Source: an optimization exercise on an open RTL-to-GDS flow (aim: small area, a short achievable clock period and few clock cycles). Production flows keep margins and buffers that such runs may drop.
RTL that was checked went through simulation tests only; none was proved equivalent to the original.
Power figures rest on the tool's default switching activity, not on a simulated workload.

the reference run:
## FFT
module FFT(
input clk,
input rst_n,
input in_valid,
input signed [11:0] din_r,
input signed [11:0] din_i,
output out_valid,
output signed [15:0] dout_r,
output signed [15:0] dout_i
);
Size: ~2300 flip-flops, ~60 I/O pins, about 0.093 sq mm of cells after synthesis.
clock: 12.0 ns
lec_check: 0
cap_margin: 20
core_margin: 2
core_utilization: 60
place_density: 0.7
slew_margin: 20
standard.sh (not shown) runs the stock make flow with config.mk's settings and CLKGATE_MAP_FILE= SYNTH_SCRIPT=/design/flow/synth_recipe.tcl, a recipe that flattens the netlist after the stock synthesis.
==> flow/flow/run.sh <==
#!/bin/bash
# Layout flow: the standard flow (standard.sh, unchanged synthesis),
# with repair_timing aiming for 8.25 ns of setup slack and the port buffers
# made from buf_4 cells. Full tool output goes to standard.log.
set -e
bash standard.sh CORE_UTILIZATION=60 PLACE_DENSITY=0.7 SETUP_SLACK_MARGIN=8.25 TNS_END_PERCENT=100  \
    'BUFFER_PORTS_ARGS=-buffer_cell sky130_fd_sc_hd__buf_4' finish > standard.log 2>&1
Testbench counts of the reference run, summed over its fixed seeds: cycles 22,784.
The inputs of the trial run differ from those of the reference run as listed below.
-- flow/design.v --
<<< the reference run, line 360
    .kr(a1c[11:6]), .ki(a1c[5:0]), .sr(b1sr), .cr(b1cr), .si(b1si), .ci(b1ci));
reg [19:0] q1sr, q1cr, q1si, q1ci;
reg q1s;
always @(posedge clk) begin
    q1sr <= b1sr; q1cr <= b1cr; q1si <= b1si; q1ci <= b1ci;
    q1s <= a1s;
end
wire [19:0] g1ar = ph1 ? {t1r[12], t1r, 6'd0} : q1sr, g1br = ph1 ? {xr[11], xr[11], xr, 6'd0} : q1cr;
wire [19:0] g1ai = ph1 ? {t1i[12], t1i, 6'd0} : q1si, g1bi = ph1 ? {xi[11], xi[11], xi, 6'd0} : q1ci;
wire [19:0] h1r = g1ar + g1br, h1i = g1ai + g1bi;
wire sw1 = q1s & ~ph1;
reg signed [19:0] o1r, o1i;
always @(posedge clk) begin
    o1r <= sw1 ? h1i : h1r;
    o1i <= sw1 ? h1r : h1i;
end
reg signed [20:0] d2r [0:5];
>>> the trial run, line 360
    .kr(a1c[11:6]), .ki(a1c[5:0]), .sr(b1sr), .cr(b1cr), .si(b1si), .ci(b1ci));
reg [19:0] q1sr, q1cr, q1si, q1ci;
always @(posedge clk) begin
    q1sr <= a1s ? b1si : b1sr; q1cr <= a1s ? b1ci : b1cr;
    q1si <= a1s ? b1sr : b1si; q1ci <= a1s ? b1cr : b1ci;
end
wire [19:0] g1ar = ph1 ? {t1r[12], t1r, 6'd0} : q1sr, g1br = ph1 ? {xr[11], xr[11], xr, 6'd0} : q1cr;
wire [19:0] g1ai = ph1 ? {t1i[12], t1i, 6'd0} : q1si, g1bi = ph1 ? {xi[11], xi[11], xi, 6'd0} : q1ci;
wire [19:0] h1r = g1ar + g1br, h1i = g1ai + g1bi;
reg signed [19:0] o1r, o1i;
always @(posedge clk) begin
    o1r <= h1r;
    o1i <= h1i;
end
reg signed [20:0] d2r [0:5];
<<< the reference run, line 403
    .kr(a2c[11:6]), .ki(a2c[5:0]), .sr(b2sr), .cr(b2cr), .si(b2si), .ci(b2ci));
reg [26:0] q2sr, q2cr, q2si, q2ci;
reg q2s;
always @(posedge clk) begin
    q2sr <= b2sr; q2cr <= b2cr; q2si <= b2si; q2ci <= b2ci;
    q2s <= a2s;
end
wire [26:0] g2ar = ph2 ? {t2r, 6'd0} : q2sr, g2br = ph2 ? {o1r[19], o1r, 6'd0} : q2cr;
wire [26:0] g2ai = ph2 ? {t2i, 6'd0} : q2si, g2bi = ph2 ? {o1i[19], o1i, 6'd0} : q2ci;
wire [26:0] h2r = g2ar + g2br, h2i = g2ai + g2bi;
wire sw2 = q2s & ~ph2;
reg signed [20:0] o2r, o2i;
always @(posedge clk) begin
    o2r <= sw2 ? h2i[26:6] : h2r[26:6];
    o2i <= sw2 ? h2r[26:6] : h2i[26:6];
end
reg signed [21:0] d3r [0:1];
>>> the trial run, line 401
    .kr(a2c[11:6]), .ki(a2c[5:0]), .sr(b2sr), .cr(b2cr), .si(b2si), .ci(b2ci));
reg [26:0] q2sr, q2cr, q2si, q2ci;
always @(posedge clk) begin
    q2sr <= a2s ? b2si : b2sr; q2cr <= a2s ? b2ci : b2cr;
    q2si <= a2s ? b2sr : b2si; q2ci <= a2s ? b2cr : b2ci;
end
wire [26:0] g2ar = ph2 ? {t2r, 6'd0} : q2sr, g2br = ph2 ? {o1r[19], o1r, 6'd0} : q2cr;
wire [26:0] g2ai = ph2 ? {t2i, 6'd0} : q2si, g2bi = ph2 ? {o1i[19], o1i, 6'd0} : q2ci;
wire [26:0] h2r = g2ar + g2br, h2i = g2ai + g2bi;
reg signed [20:0] o2r, o2i;
always @(posedge clk) begin
    o2r <= h2r[26:6];
    o2i <= h2i[26:6];
end
reg signed [21:0] d3r [0:1];
[summary]
- On fraction of the mapped netlist area in compound gates, the reference run and the trial run are neck and neck.
- The trial run vs. the reference run: sequential cell area fraction in the yosys report went down by 1.0 points.
- When the trial run is set beside the reference run, its fraction of synthesized area in multiplexers turns out to be 1.6 points larger.
- Sort the reference run and the trial run by non-clock buffer count desc -> top: the reference run
- Status: register-to-register slack parity (the trial run, the reference run)
- Row via density per instance: the trial run higher / the reference run lower
- Looking at sequential fraction of total cell area, the trial run sits below the reference run.
Only the layout flow was run in the trial run; the RTL was not checked for function there.

FFT, a different RTL version from the one above (not shown whole).
For scale: roughly 8700 cells after synthesis, ~2300 flip-flops, about 60 I/O pins, roughly 92000 um2 of cells after synthesis.
==> flow/design.v (excerpt) <==
module FFT(
input clk,
input rst_n,
input in_valid,
input signed [11:0] din_r,
input signed [11:0] din_i,
output out_valid,
output signed [15:0] dout_r,
output signed [15:0] dout_i
);
integer k;
function [21:0] tc1;
    input [3:0] n;
    case (n)
        4'd0: tc1 = 22'b0000000000_000000_000010;   
        4'd1: tc1 = 22'b1100010101_000010_000010;   
        4'd2: tc1 = 22'b1111001111_000011_000011;   
        4'd3: tc1 = 22'b1010101100_000001_000011;   
        4'd4: tc1 = 22'b1011100000_000010_000100;   
        4'd5: tc1 = 22'b1010101100_000001_000010;   
        4'd6: tc1 = 22'b1111001111_000011_000010;   
        4'd7: tc1 = 22'b1100010101_000010_000001;   
        4'd8: tc1 = 22'b0000000000_000000_000010;   
        4'd9: tc1 = 22'b1100010101_000010_000010;   
        4'd10: tc1 = 22'b1111001111_000011_000011;   
        4'd11: tc1 = 22'b1010101100_000001_000011;   
        4'd12: tc1 = 22'b1011100000_000010_000100;   
        4'd13: tc1 = 22'b1010101100_000001_000010;   
        4'd14: tc1 = 22'b1111001111_000011_000010;   
        4'd15: tc1 = 22'b1100010101_000010_000001;   
        default: tc1 = 22'd0;
    endcase
endfunction
function [0:0] ts1;
    input [3:0] n;
    case (n)
        4'd0: ts1 = 1'b0;
        4'd1: ts1 = 1'b0;
        4'd2: ts1 = 1'b0;
        4'd3: ts1 = 1'b0;
        4'd4: ts1 = 1'b0;
        4'd5: ts1 = 1'b1;
        4'd6: ts1 = 1'b1;
        4'd7: ts1 = 1'b1;
        4'd8: ts1 = 1'b0;
        4'd9: ts1 = 1'b0;
        4'd10: ts1 = 1'b0;
        4'd11: ts1 = 1'b0;
        4'd12: ts1 = 1'b0;
        4'd13: ts1 = 1'b1;
        4'd14: ts1 = 1'b1;
        4'd15: ts1 = 1'b1;
        default: ts1 = 1'd0;
    endcase
endfunction
function [0:0] te1;
    input [3:0] n;
    case (n)
  ...
==> flow/config.mk <==
export PLATFORM = sky130hd
export DESIGN_NAME = FFT
export DESIGN_NICKNAME = FFT
export VERILOG_FILES = /design/flow/design.v
export SDC_FILE = /design/flow/constraint.sdc
export NUM_CORES = 4
export LEC_CHECK = 0
export CAP_MARGIN = 20
export CORE_MARGIN = 2
export CORE_UTILIZATION = 60
export PLACE_DENSITY = 0.7
export SLEW_MARGIN = 20
==> flow/constraint.sdc <==
create_clock -name core_clock -period 12.0 [get_ports {clk}]
set_input_delay 2.4000 -clock core_clock [delete_from_list [all_inputs] [get_ports {clk}]]
set_output_delay 2.4000 -clock core_clock [all_outputs]
set_load 0.01 [all_outputs]
==> flow/flow/run.sh <==
#!/bin/bash
# Layout flow: the standard flow (standard.sh, unchanged synthesis),
# with repair_timing aiming for 8.35 ns of setup slack and the port buffers
# made from buf_4 cells. Full tool output goes to standard.log.
set -e
bash standard.sh CORE_UTILIZATION=60 PLACE_DENSITY=0.7 SETUP_SLACK_MARGIN=8.35 TNS_END_PERCENT=100 CTS_CLUSTER_SIZE=30 CTS_CLUSTER_DIAMETER=80 \
    'BUFFER_PORTS_ARGS=-buffer_cell sky130_fd_sc_hd__buf_4' finish > standard.log 2>&1
Testbench counts at the start, summed over its fixed seeds: cycles 22,784.
Next try:
--- a/flow/design.v
+++ b/flow/design.v
@@ -437,23 +437,26 @@
 always @(posedge clk) begin
     a2k2 <= m2[0];        
     a2k4 <= te2k(m2); a2s <= ts2(m2);
 end
 wire [26:0] b2sr, b2cr, b2si, b2ci;
 twb2 #(.RW(22), .PW(27)) tw2 (.r1(d2r6), .r2(d2i6), .k2(a2k2), .k4(a2k4), .cj(a2s),
     .sr(b2sr), .cr(b2cr), .si(b2si), .ci(b2ci));
-reg [26:0] q2sr, q2cr, q2si, q2ci;
-reg q2s;
+wire [6:0] l2r = b2sr[5:0] + b2cr[5:0], l2i = b2si[5:0] + b2ci[5:0];
+reg [20:0] q2sr, q2cr, q2si, q2ci;
+reg q2lr, q2li, q2s;
 always @(posedge clk) begin
-    q2sr <= b2sr; q2cr <= b2cr; q2si <= b2si; q2ci <= b2ci;
+    q2sr <= b2sr[26:6]; q2cr <= b2cr[26:6]; q2si <= b2si[26:6]; q2ci <= b2ci[26:6];
+    q2lr <= l2r[6]; q2li <= l2i[6];
     q2s <= a2s;
 end
-wire [26:0] g2ar = pa2 ? {t2r, 6'd0} : q2sr, g2br = pa2 ? {o1r[19], o1r, 6'd0} : q2cr;
-wire [26:0] g2ai = pa2 ? {t2i, 6'd0} : q2si, g2bi = pa2 ? {o1i[19], o1i, 6'd0} : q2ci;
-wire [26:0] h2r = g2ar + g2br, h2i = g2ai + g2bi;
+wire [20:0] g2ar = pa2 ? t2r : q2sr, g2br = pa2 ? {o1r[19], o1r} : q2cr;
+wire [20:0] g2ai = pa2 ? t2i : q2si, g2bi = pa2 ? {o1i[19], o1i} : q2ci;
+wire [21:0] u2r = {g2ar, 1'b1} + {g2br, q2lr & ~pa2}, u2i = {g2ai, 1'b1} + {g2bi, q2li & ~pa2};
+wire [26:0] h2r = {u2r[21:1], 6'd0}, h2i = {u2i[21:1], 6'd0};
 wire cj2 = q2s & ~ph2;
 reg signed [20:0] o2r, o2i;
 always @(posedge clk) begin
     o2r <= h2r[26:6];
     o2i <= h2i[26:6] ^ {21{cj2}};
 end
 reg signed [21:0] d3r [0:1];
Design area went up by about 0.66%; hold slack degrades by 0.036 ns; clock power rose by about 3%; routed wire length goes up by about 3%; final cell count goes up by 1.8%.
For the second run of this note, only the layout was checked, not whether the RTL still works.

-- afterwards: timing with drivers on the ports --
No port has a modelled driver above. Below, the same layouts with a new extraction and two added sets of constraints. Step 1 sets driving cells, clkbuf_16 on the clock port and buf_2 on the other inputs (assumed; they add their load-dependent delay and slew). Step 2 adds t to the input delays and takes it off the output delays; t is the mean of the earliest and latest rising clock arrival at the registers after step 1. Input paths then give back, and output paths get back, about the clock's delay inside the block. Three values: ideal ports, drivers, drivers and shift; two values: the first two.
run	t (ns)	slack for setup (ns)	worst slew at a driven data input, ns
the reference run	0.934	8.165 / 8.091 / 8.148	0.07
the trial run	0.952	8.173 / 8.085 / 8.310	0.10
the first run of note 2	0.833	8.235 / 8.155 / 7.731	0.19
the second run of note 2	0.843	8.285 / 8.235 / 8.106	0.07
After both steps setup and hold are still met in every run listed. The setup slack of the first run of note 2, which loses most, moves by -0.080 ns with the drivers and by -0.504 ns with both steps.
